What follows belongs to an exercise in optimizing a design on an open flow for small area, a short achievable clock period and few clock cycles; a production flow would make more cautious choices. Only simulation tests tie the RTL to the original design; equivalence was not proved.

xenon:
==> module fft, before the edit <==
module fft(
	rst_n,
	clk,
	data1,
	fft_go,
	fft_done,
	fft_res
);
	input rst_n;
	input clk;
	input signed [7:0] data1;
	input fft_go;
	output reg fft_done;
	output reg [15:0] fft_res;
	localparam [8:0] OUT0 = 9'd255;              
	localparam [8:0] LAST = OUT0 + 9'd127;       
	reg        run;
	reg  [8:0] cnt;
	always @(posedge clk or negedge rst_n)
		if (!rst_n) begin
			run <= 1'b0;
			cnt <= 9'd0;
		end else if (fft_go) begin
			run <= 1'b1;
			cnt <= 9'd1;
		end else if (run) begin
			cnt <= cnt + 9'd1;
			if (cnt == LAST)
				run <= 1'b0;
		end
	always @(posedge clk or negedge rst_n)
		if (!rst_n)
			fft_done <= 1'b0;
		else
			fft_done <= run & ~fft_go & (cnt >= OUT0 - 9'd1) & (cnt <= LAST - 9'd1);
	reg  bypA, bypB, bypC, modeA, modeB, modeC;
	reg  inj0, osel0, lo1, inj1, osel1, inj2, osel2;
	reg  [1:0] lo2;
	reg  inj3, osel3, inj4, osel4, inj5, osel5, inj6, osel6, sel6;
	reg  [5:0] tw3, tw4, tw5, tw6;
	wire [6:0] c7 = cnt[6:0];
	wire [6:0] pA = c7 - 7'd2;       
	wire [6:0] pB = c7 - 7'd65;
	wire [6:0] pC = c7 - 7'd95;
	wire [6:0] j0 = c7 - 7'd109, q0 = c7 - 7'd110;      
	wire [6:0] p1 = c7 - 7'd110, j1 = c7 - 7'd112, q1 = c7 - 7'd114;
	wire [6:0] p2 = c7 - 7'd114, j2 = c7 - 7'd117, q2 = c7 - 7'd121;
	wire [6:0] p3 = c7 - 7'd121, j3 = c7 - 7'd124, q3 = c7 - 7'd132;
	wire [6:0] p4 = c7 - 7'd132, j4 = c7 - 7'd135, q4 = c7 - 7'd151;
	wire [6:0] p5 = c7 - 7'd151, j5 = c7 - 7'd154, q5 = c7 - 7'd186;
	wire [6:0] p6 = c7 - 7'd186, j6 = c7 - 7'd189, q6 = c7 - 7'd253;
	always @(posedge clk) begin
		bypA <= pA[6] & ~pA[0];
		bypB <= pB[5] & ~pB[1];
		bypC <= pC[4] & ~pC[2];
		modeA <= cnt <= 9'd129;
		modeB <= cnt <= 9'd192;
		modeC <= cnt <= 9'd222;
		inj0 <= j0[0];  osel0 <= q0[0];
		lo1 <= p1[0];   inj1 <= j1[1];  osel1 <= q1[1];
		lo2 <= p2[1:0]; inj2 <= j2[2];  osel2 <= q2[2];
		tw3 <= {p3[2:0], 3'd0}; inj3 <= j3[3]; osel3 <= q3[3];
		tw4 <= {p4[3:0], 2'd0}; inj4 <= j4[4]; osel4 <= q4[4];
		tw5 <= {p5[4:0], 1'd0}; inj5 <= j5[5]; osel5 <= q5[5];
		tw6 <= p6[5:0];
		inj6 <= j6[6] & (cnt >= 9'd250);
		osel6 <= q6[6];
		sel6 <= cnt >= 9'd249;
	end
	function automatic [8:0] mul127(input [7:0] x);
		begin
			if (x == 8'h80)
				mul127 = 9'h181;                     
			else if (!x[7] && x != 8'd0)
				mul127 = {1'b0, x} - 9'd1;           
			else
				mul127 = {x[7], x};                  
		end
	endfunction
	reg  [7:0] sc;
	reg  [8:0] sc9;                  
	wire [7:0] sc_n;
	always @(posedge clk) begin
		sc <= sc_n;
		sc9 <= mul127(sc_n);
	end
	wire [7:0]  s_0;
	wire [15:0] s_1, s_2, s_3, s_4, s_5, s_6;
	wire [15:0] rsa, rca, isa, ica, rsb, rcb, isb, icb, rsc, rcc, isc, icc;
	wire [15:0] rs2, rc2, is2, ic2;
	bf_s0 st0(.clk(clk), .inj(inj0), .osel(osel0), .xin(sc), .r9(sc9), .xout(s_0));
	bf_s1 st1(.clk(clk), .lo(lo1), .inj(inj1), .osel(osel1), .xin(s_0), .xout(s_1));
	cmul2 mul2(.clk(clk), .x(s_1), .lo(lo2), .rs(rs2), .rc(rc2), .is(is2), .ic(ic2));
	butterfly_ra2 #(.S(2)) st2(.clk(clk), .inj(inj2), .osel(osel2), .rs(rs2), .rc(rc2), .is(is2), .ic(ic2), .xin(s_1), .xout(s_2));
	cmul mula(.clk(clk), .x(sel6 ? s_5 : s_2), .idx(sel6 ? tw6 : tw3), .rs(rsa), .rc(rca), .is(isa), .ic(ica));
	cmul mulb(.clk(clk), .x(s_3), .idx(tw4), .rs(rsb), .rc(rcb), .is(isb), .ic(icb));
	cmul mulc(.clk(clk), .x(s_4), .idx(tw5), .rs(rsc), .rc(rcc), .is(isc), .ic(icc));
	butterfly_ra2 #(.S(3)) st3(.clk(clk), .inj(inj3), .osel(osel3), .rs(rsa), .rc(rca), .is(isa), .ic(ica), .xin(s_2), .xout(s_3));
	butterfly_ra2 #(.S(4)) st4(.clk(clk), .inj(inj4), .osel(osel4), .rs(rsb), .rc(rcb), .is(isb), .ic(icb), .xin(s_3), .xout(s_4));
	butterfly_ra2 #(.S(5)) st5(.clk(clk), .inj(inj5), .osel(osel5), .rs(rsc), .rc(rcc), .is(isc), .ic(icc), .xin(s_4), .xout(s_5));
	ram128 st6(.clk(clk), .modeA(modeA), .modeB(modeB), .modeC(modeC),
		.bypA(bypA), .bypB(bypB), .bypC(bypC), .din(data1), .dout(sc_n),
		.inj(inj6), .osel(osel6), .rs(rsa), .rc(rca), .is(isa), .ic(ica), .xin(s_5), .xout(s_6));
	always @(posedge clk)
		fft_res <= s_6;
endmodule
Settings: LEC_CHECK=0, CAP_MARGIN=20, CORE_MARGIN=2, CORE_UTILIZATION=40, CTS_CLUSTER_DIAMETER=60, CTS_CLUSTER_SIZE=30, SETUP_SLACK_MARGIN=5.0, SLEW_MARGIN=20; clock period 8.0 ns.
run.sh (not shown) runs the stock make flow with config.mk's settings and CLKGATE_MAP_FILE= SYNTH_SCRIPT=/design/flow/synth_recipe.tcl, a recipe that flattens the netlist after the stock synthesis.
Testbench counts of xenon, summed over its fixed seeds: cycles 18,384.
--- input diff xenon..amber ---
--- a/flow/design.v
+++ b/flow/design.v
@@ -792,9 +792,9 @@
 	input signed [7:0] data1;
 	input fft_go;
 	output reg fft_done;
 	output reg [15:0] fft_res;
-	localparam [8:0] OUT0 = 9'd255;              
+	localparam [8:0] OUT0 = 9'd256;              
 	localparam [8:0] LAST = OUT0 + 9'd127;       
 	reg        run;
 	reg  [8:0] cnt;
 	always @(posedge clk or negedge rst_n)
@@ -819,35 +819,35 @@
 	reg  [1:0] lo2;
 	reg  inj3, osel3, inj4, osel4, inj5, osel5, inj6, osel6, sel6;
 	reg  [5:0] tw3, tw4, tw5, tw6;
 	wire [6:0] c7 = cnt[6:0];
-	wire [6:0] pA = c7 - 7'd2;       
-	wire [6:0] pB = c7 - 7'd65;
-	wire [6:0] pC = c7 - 7'd95;
-	wire [6:0] j0 = c7 - 7'd109, q0 = c7 - 7'd110;      
-	wire [6:0] p1 = c7 - 7'd110, j1 = c7 - 7'd112, q1 = c7 - 7'd114;
-	wire [6:0] p2 = c7 - 7'd114, j2 = c7 - 7'd117, q2 = c7 - 7'd121;
-	wire [6:0] p3 = c7 - 7'd121, j3 = c7 - 7'd124, q3 = c7 - 7'd132;
-	wire [6:0] p4 = c7 - 7'd132, j4 = c7 - 7'd135, q4 = c7 - 7'd151;
-	wire [6:0] p5 = c7 - 7'd151, j5 = c7 - 7'd154, q5 = c7 - 7'd186;
-	wire [6:0] p6 = c7 - 7'd186, j6 = c7 - 7'd189, q6 = c7 - 7'd253;
+	wire [6:0] pA = c7 - 7'd3;       
+	wire [6:0] pB = c7 - 7'd66;
+	wire [6:0] pC = c7 - 7'd96;
+	wire [6:0] j0 = c7 - 7'd110, q0 = c7 - 7'd111;      
+	wire [6:0] p1 = c7 - 7'd111, j1 = c7 - 7'd113, q1 = c7 - 7'd115;
+	wire [6:0] p2 = c7 - 7'd115, j2 = c7 - 7'd118, q2 = c7 - 7'd122;
+	wire [6:0] p3 = c7 - 7'd122, j3 = c7 - 7'd125, q3 = c7 - 7'd133;
+	wire [6:0] p4 = c7 - 7'd133, j4 = c7 - 7'd136, q4 = c7 - 7'd152;
+	wire [6:0] p5 = c7 - 7'd152, j5 = c7 - 7'd155, q5 = c7 - 7'd187;
+	wire [6:0] p6 = c7 - 7'd187, j6 = c7 - 7'd190, q6 = c7 - 7'd254;
 	always @(posedge clk) begin
 		bypA <= pA[6] & ~pA[0];
 		bypB <= pB[5] & ~pB[1];
 		bypC <= pC[4] & ~pC[2];
-		modeA <= cnt <= 9'd129;
-		modeB <= cnt <= 9'd192;
-		modeC <= cnt <= 9'd222;
+		modeA <= cnt <= 9'd130;
+		modeB <= cnt <= 9'd193;
+		modeC <= cnt <= 9'd223;
 		inj0 <= j0[0];  osel0 <= q0[0];
 		lo1 <= p1[0];   inj1 <= j1[1];  osel1 <= q1[1];
 		lo2 <= p2[1:0]; inj2 <= j2[2];  osel2 <= q2[2];
 		tw3 <= {p3[2:0], 3'd0}; inj3 <= j3[3]; osel3 <= q3[3];
 		tw4 <= {p4[3:0], 2'd0}; inj4 <= j4[4]; osel4 <= q4[4];
 		tw5 <= {p5[4:0], 1'd0}; inj5 <= j5[5]; osel5 <= q5[5];
 		tw6 <= p6[5:0];
-		inj6 <= j6[6] & (cnt >= 9'd250);
+		inj6 <= j6[6] & (cnt >= 9'd251);
 		osel6 <= q6[6];
-		sel6 <= cnt >= 9'd249;
+		sel6 <= cnt >= 9'd250;
 	end
 	function automatic [8:0] mul127(input [7:0] x);
 		begin
 			if (x == 8'h80)
@@ -857,12 +857,14 @@
 			else
 				mul127 = {x[7], x};                  
 		end
 	endfunction
+	reg  [7:0] din;
 	reg  [7:0] sc;
 	reg  [8:0] sc9;                  
 	wire [7:0] sc_n;
 	always @(posedge clk) begin
+		din <= data1;
 		sc <= sc_n;
 		sc9 <= mul127(sc_n);
 	end
 	wire [7:0]  s_0;
@@ -879,9 +881,9 @@
 	butterfly_ra2 #(.S(3)) st3(.clk(clk), .inj(inj3), .osel(osel3), .rs(rsa), .rc(rca), .is(isa), .ic(ica), .xin(s_2), .xout(s_3));
 	butterfly_ra2 #(.S(4)) st4(.clk(clk), .inj(inj4), .osel(osel4), .rs(rsb), .rc(rcb), .is(isb), .ic(icb), .xin(s_3), .xout(s_4));
 	butterfly_ra2 #(.S(5)) st5(.clk(clk), .inj(inj5), .osel(osel5), .rs(rsc), .rc(rcc), .is(isc), .ic(icc), .xin(s_4), .xout(s_5));
 	ram128 st6(.clk(clk), .modeA(modeA), .modeB(modeB), .modeC(modeC),
-		.bypA(bypA), .bypB(bypB), .bypC(bypC), .din(data1), .dout(sc_n),
+		.bypA(bypA), .bypB(bypB), .bypC(bypC), .din(din), .dout(sc_n),
 		.inj(inj6), .osel(osel6), .rs(rsa), .rc(rca), .is(isa), .ic(ica), .xin(s_5), .xout(s_6));
 	always @(posedge clk)
 		fft_res <= s_6;
 endmodule
### Flow results
- xenon has lower largest clock skew in the final design than amber.
- In terms of post-synth design cell area, amber and xenon differ only marginally.
- Part of the cycle the worst path needs essentially unchanged between amber and xenon.
Testbench counts of amber, summed over its fixed seeds: cycles 18,432.

separate check: timing with driven ports:
Ports are ideal in the flow. The routed layouts listed here were re-timed in OpenROAD.
Step 1, drivers: a clkbuf_16 drives clk and a buf_2 each remaining input, both assumed.
Step 2 moves the port delays by t, midway between the first and last clock arrival at a register: inputs arrive t later, outputs are due t later. That takes back most of the time a late clock gives input paths.
Three values: ideal, step 1, step 2; two values: the first two.
run | t, ns | slack for setup (ns) | hold WS [ns] | worst slew at a driven data input, ns
xenon | 0.907 | 4.899 / 4.899 / 4.400 | 0.309 / 0.309 / 0.309 | 0.16
amber | 0.909 | 4.889 / 4.889 / 4.889 | 0.265 / 0.265 / 0.265 | 0.11
After both steps setup and hold are still met in every run listed. For xenon, which loses most, drivers alone change the setup slack by 0.000 ns; drivers and shift together by -0.499 ns.
